This design comes from an exercise in tuning for small area, a short achievable clock period and few clock cycles per item on the open sky130 flow, not from production work.

## xenon
==> module fast_power, before the edit <==
module fast_power (
    input             clk,
    input             rst,
    input             start,
    input      [31:0] base,
    input      [31:0] exponent,
    output     [31:0] result,
    output reg        done
);
  reg        busy;
  reg        r_one;    
  reg        op_r;     
  reg        op_b;     
  reg [31:0] e;        
  reg        b_s;
  reg  [7:0] b_e;
  reg        b_l;
  reg [22:0] b_f;
  reg        r_s;
  reg  [7:0] r_e;
  reg        r_l;
  reg [22:0] r_f;
  assign result = {r_s, r_e, r_f};
  wire b_den  = ~b_l & (|b_f);           
  wire r_den  = ~r_l & (|r_f);
  wire e_zero = ~(|e);
  wire e_last = ~(|e[31:1]);
  wire        x_s = op_r ? r_s : b_s;
  wire  [7:0] x_e = op_r ? r_e : b_e;
  wire        x_l = op_r ? r_l : b_l;
  wire [22:0] x_f = ({23{op_r}} & r_f) | ({23{op_b}} & b_f);
  wire [47:0] p;
  fpu_multiply mul (.x(x_f), .y(b_f), .p(p));
  wire        m_zero = ~(x_l & b_l);
  wire  [7:0] e_hi   = x_e + b_e + 8'd130;           
  wire  [7:0] e_lo   = x_e + b_e + 8'd129;
  wire        l_hi   = |e_hi;
  wire        l_lo   = |e_lo;
  wire        m_s    = x_s ^ b_s;
  wire [32:0] m_v    = p[47] ? {m_s, e_hi, l_hi, p[46:24]} : {m_s, e_lo, l_lo, p[45:23]};
  wire [32:0] z_v    = {m_s, 32'd0};
  wire cap      = ~busy & ~done;               
  wire do_bnorm = busy & b_den;
  wire do_rnorm = busy & ~b_den & op_r & r_den;
  wire do_rmul  = busy & ~b_den & op_r & ~r_den;
  wire do_step  = busy & ~b_den & ~op_r & ~e_zero;    
  wire do_copy  = do_step & e[0] & r_one;
  wire finish   = e_zero | ((do_rmul | do_step) & e_last);
  wire [32:0] b_v    = {b_s, b_e, b_l, b_f};
  wire [32:0] r_v    = {r_s, r_e, r_l, r_f};
  wire [32:0] base_v = {base[31], base[30:23], |base[30:23], base[22:0]};
  wire [32:0] one_v  = {1'b0, 8'd127, 1'b1, 23'd0};
  wire [32:0] b_sh   = {b_s, b_e - 8'd1, b_f, 1'b0};
  wire [32:0] r_sh   = {r_s, r_e - 8'd1, r_f, 1'b0};
  wire b_hold = ~(cap | do_bnorm | do_step);
  wire r_hold = ~(cap | do_rnorm | do_rmul | do_copy);
  wire [32:0] b_alt = ({33{cap}} & base_v) | ({33{do_bnorm}} & b_sh) |
                      ({33{do_step}} & z_v) | ({33{b_hold}} & b_v);
  wire [32:0] r_alt = ({33{cap}} & one_v) | ({33{do_rnorm}} & r_sh) |
                      ({33{do_rmul}} & z_v) | ({33{do_copy}} & b_v) |
                      ({33{r_hold}} & r_v);
  wire [32:0] b_n = (do_step & ~m_zero) ? m_v : b_alt;
  wire [32:0] r_n = (do_rmul & ~m_zero) ? m_v : r_alt;
  wire        op_r_n  = cap ? 1'b0 :
                        do_rmul ? 1'b0 :
                        do_step ? (e[1] & ~(r_one & ~e[0])) : op_r;
  wire        r_one_n = cap | (r_one & ~do_copy);
  wire [31:0] e_n     = cap ? exponent : (do_step ? {1'b0, e[31:1]} : e);
  always @(posedge clk) begin
    {b_s, b_e, b_l, b_f} <= b_n;
    {r_s, r_e, r_l, r_f} <= r_n;
    e <= e_n;  op_r <= op_r_n;  op_b <= ~op_r_n;  r_one <= r_one_n;
  end
  always @(posedge clk) begin
    if (rst) begin
      busy <= 1'b0;
      done <= 1'b0;
    end else if (!busy) begin
      if (done) begin
        if (!start) done <= 1'b0;
      end else if (start) begin
        busy <= 1'b1;
      end
    end else if (!start) begin
      busy <= 1'b0;
    end else if (finish) begin
      busy <= 1'b0;
      done <= 1'b1;
    end
  end
endmodule
export LEC_CHECK = 0
export ABC_AREA = 1
export CAP_MARGIN = 60
export CORE_MARGIN = 2
export CORE_UTILIZATION = 40
export SLEW_MARGIN = 75
create_clock -name core_clock -period 24.0 [get_ports {clk}]
run.sh (not shown) runs the stock make flow with config.mk's settings and CLKGATE_MAP_FILE= SYNTH_SCRIPT=/design/flow/synth_recipe.tcl, a recipe that flattens the netlist after the stock synthesis.
Input-level comparison between onyx and xenon:
--- a/flow/design.v
+++ b/flow/design.v
@@ -1262,70 +1262,77 @@
     output reg        done
 );
   reg        busy;
   reg        r_one;    
   reg        op_r;     
-  reg        op_b;     
   reg [31:0] e;        
   reg        b_s;
   reg  [7:0] b_e;
   reg        b_l;
   reg [22:0] b_f;
   reg        r_s;
   reg  [7:0] r_e;
   reg        r_l;
   reg [22:0] r_f;
+  reg [22:0] x_f;
   assign result = {r_s, r_e, r_f};
   wire b_den  = ~b_l & (|b_f);           
   wire r_den  = ~r_l & (|r_f);
   wire e_zero = ~(|e);
   wire e_last = ~(|e[31:1]);
   wire        x_s = op_r ? r_s : b_s;
   wire  [7:0] x_e = op_r ? r_e : b_e;
   wire        x_l = op_r ? r_l : b_l;
-  wire [22:0] x_f = ({23{op_r}} & r_f) | ({23{op_b}} & b_f);
   wire [47:0] p;
-  fpu_multiply mul (.x(x_f), .y(b_f), .p(p));
+  fpu_multiply mul (.x(b_f), .y(x_f), .p(p));
   wire        m_zero = ~(x_l & b_l);
   wire  [7:0] e_hi   = x_e + b_e + 8'd130;           
   wire  [7:0] e_lo   = x_e + b_e + 8'd129;
-  wire        l_hi   = |e_hi;
-  wire        l_lo   = |e_lo;
+  wire  [7:0] m_e    = m_zero ? 8'd0 : (p[47] ? e_hi : e_lo);
+  wire [22:0] m_f    = m_zero ? 23'd0 : (p[47] ? p[46:24] : p[45:23]);
   wire        m_s    = x_s ^ b_s;
-  wire [32:0] m_v    = p[47] ? {m_s, e_hi, l_hi, p[46:24]} : {m_s, e_lo, l_lo, p[45:23]};
-  wire [32:0] z_v    = {m_s, 32'd0};
+  wire        m_l    = ~m_zero & (p[47] ? (|e_hi) : (|e_lo));
   wire cap      = ~busy & ~done;               
   wire do_bnorm = busy & b_den;
   wire do_rnorm = busy & ~b_den & op_r & r_den;
   wire do_rmul  = busy & ~b_den & op_r & ~r_den;
   wire do_step  = busy & ~b_den & ~op_r & ~e_zero;    
   wire do_copy  = do_step & e[0] & r_one;
   wire finish   = e_zero | ((do_rmul | do_step) & e_last);
   wire [32:0] b_v    = {b_s, b_e, b_l, b_f};
   wire [32:0] r_v    = {r_s, r_e, r_l, r_f};
+  wire [32:0] m_v    = {m_s, m_e, m_l, m_f};
   wire [32:0] base_v = {base[31], base[30:23], |base[30:23], base[22:0]};
   wire [32:0] one_v  = {1'b0, 8'd127, 1'b1, 23'd0};
   wire [32:0] b_sh   = {b_s, b_e - 8'd1, b_f, 1'b0};
   wire [32:0] r_sh   = {r_s, r_e - 8'd1, r_f, 1'b0};
   wire b_hold = ~(cap | do_bnorm | do_step);
   wire r_hold = ~(cap | do_rnorm | do_rmul | do_copy);
-  wire [32:0] b_alt = ({33{cap}} & base_v) | ({33{do_bnorm}} & b_sh) |
-                      ({33{do_step}} & z_v) | ({33{b_hold}} & b_v);
-  wire [32:0] r_alt = ({33{cap}} & one_v) | ({33{do_rnorm}} & r_sh) |
-                      ({33{do_rmul}} & z_v) | ({33{do_copy}} & b_v) |
-                      ({33{r_hold}} & r_v);
-  wire [32:0] b_n = (do_step & ~m_zero) ? m_v : b_alt;
-  wire [32:0] r_n = (do_rmul & ~m_zero) ? m_v : r_alt;
+  wire [32:0] b_n = ({33{cap}} & base_v) | ({33{do_bnorm}} & b_sh) |
+                    ({33{do_step}} & m_v) | ({33{b_hold}} & b_v);
+  wire [32:0] r_n = ({33{cap}} & one_v) | ({33{do_rnorm}} & r_sh) |
+                    ({33{do_rmul}} & m_v) | ({33{do_copy}} & b_v) |
+                    ({33{r_hold}} & r_v);
   wire        op_r_n  = cap ? 1'b0 :
                         do_rmul ? 1'b0 :
                         do_step ? (e[1] & ~(r_one & ~e[0])) : op_r;
   wire        r_one_n = cap | (r_one & ~do_copy);
   wire [31:0] e_n     = cap ? exponent : (do_step ? {1'b0, e[31:1]} : e);
+  wire x_m   = do_step & ~op_r_n;                       
+  wire x_bsh = do_bnorm & ~op_r;
+  wire x_rsh = do_rnorm;
+  wire x_b   = do_rmul | (do_step & op_r_n & do_copy);
+  wire x_cap = cap;
+  wire x_r   = ~(x_m | x_bsh | x_rsh | x_b | x_cap);
+  wire [22:0] x_n = ({23{x_cap}} & base[22:0]) | ({23{x_bsh}} & {b_f[21:0], 1'b0}) |
+                    ({23{x_rsh}} & {r_f[21:0], 1'b0}) | ({23{x_b}} & b_f) |
+                    ({23{x_r}} & r_f) | ({23{x_m}} & m_f);
   always @(posedge clk) begin
     {b_s, b_e, b_l, b_f} <= b_n;
     {r_s, r_e, r_l, r_f} <= r_n;
-    e <= e_n;  op_r <= op_r_n;  op_b <= ~op_r_n;  r_one <= r_one_n;
+    e <= e_n;  op_r <= op_r_n;  r_one <= r_one_n;
+    x_f <= x_n;
   end
   always @(posedge clk) begin
     if (rst) begin
       busy <= 1'b0;
       done <= 1'b0;
[summary]
- Re antenna cell count: no difference whatsoever between xenon and onyx.
- Going from xenon to onyx, number of instances in the placed design grew by a few percent.
- The setup slack number comes out lower for xenon vs onyx.
No run of this note included a check of the RTL's function; only the layout flow was run.

## static timing again, ports no longer ideal
The flow's constraints put no driver on any port. The routed layouts listed below were extracted and timed again, unchanged, in two steps. Step 1, drivers: a clkbuf_16 drives clk and a buf_2 each remaining input, both assumed. Step 2 moves the port delays by t, midway between the first and last clock arrival at a register: inputs arrive t later, outputs are due t later. That takes back most of the time a late clock gives input paths. Slacks: ideal / step 1 / step 2; pairs: ideal / step 1.
run	shift t [ns]	setup WS [ns]	worst setup path at the end	cell pins on the clock port's net
xenon	0.398	16.567 / 16.567 / 16.567	register to register	1
onyx	0.492	16.679 / 16.679 / 16.679	register to register	1
After both steps every run listed still meets setup and hold.
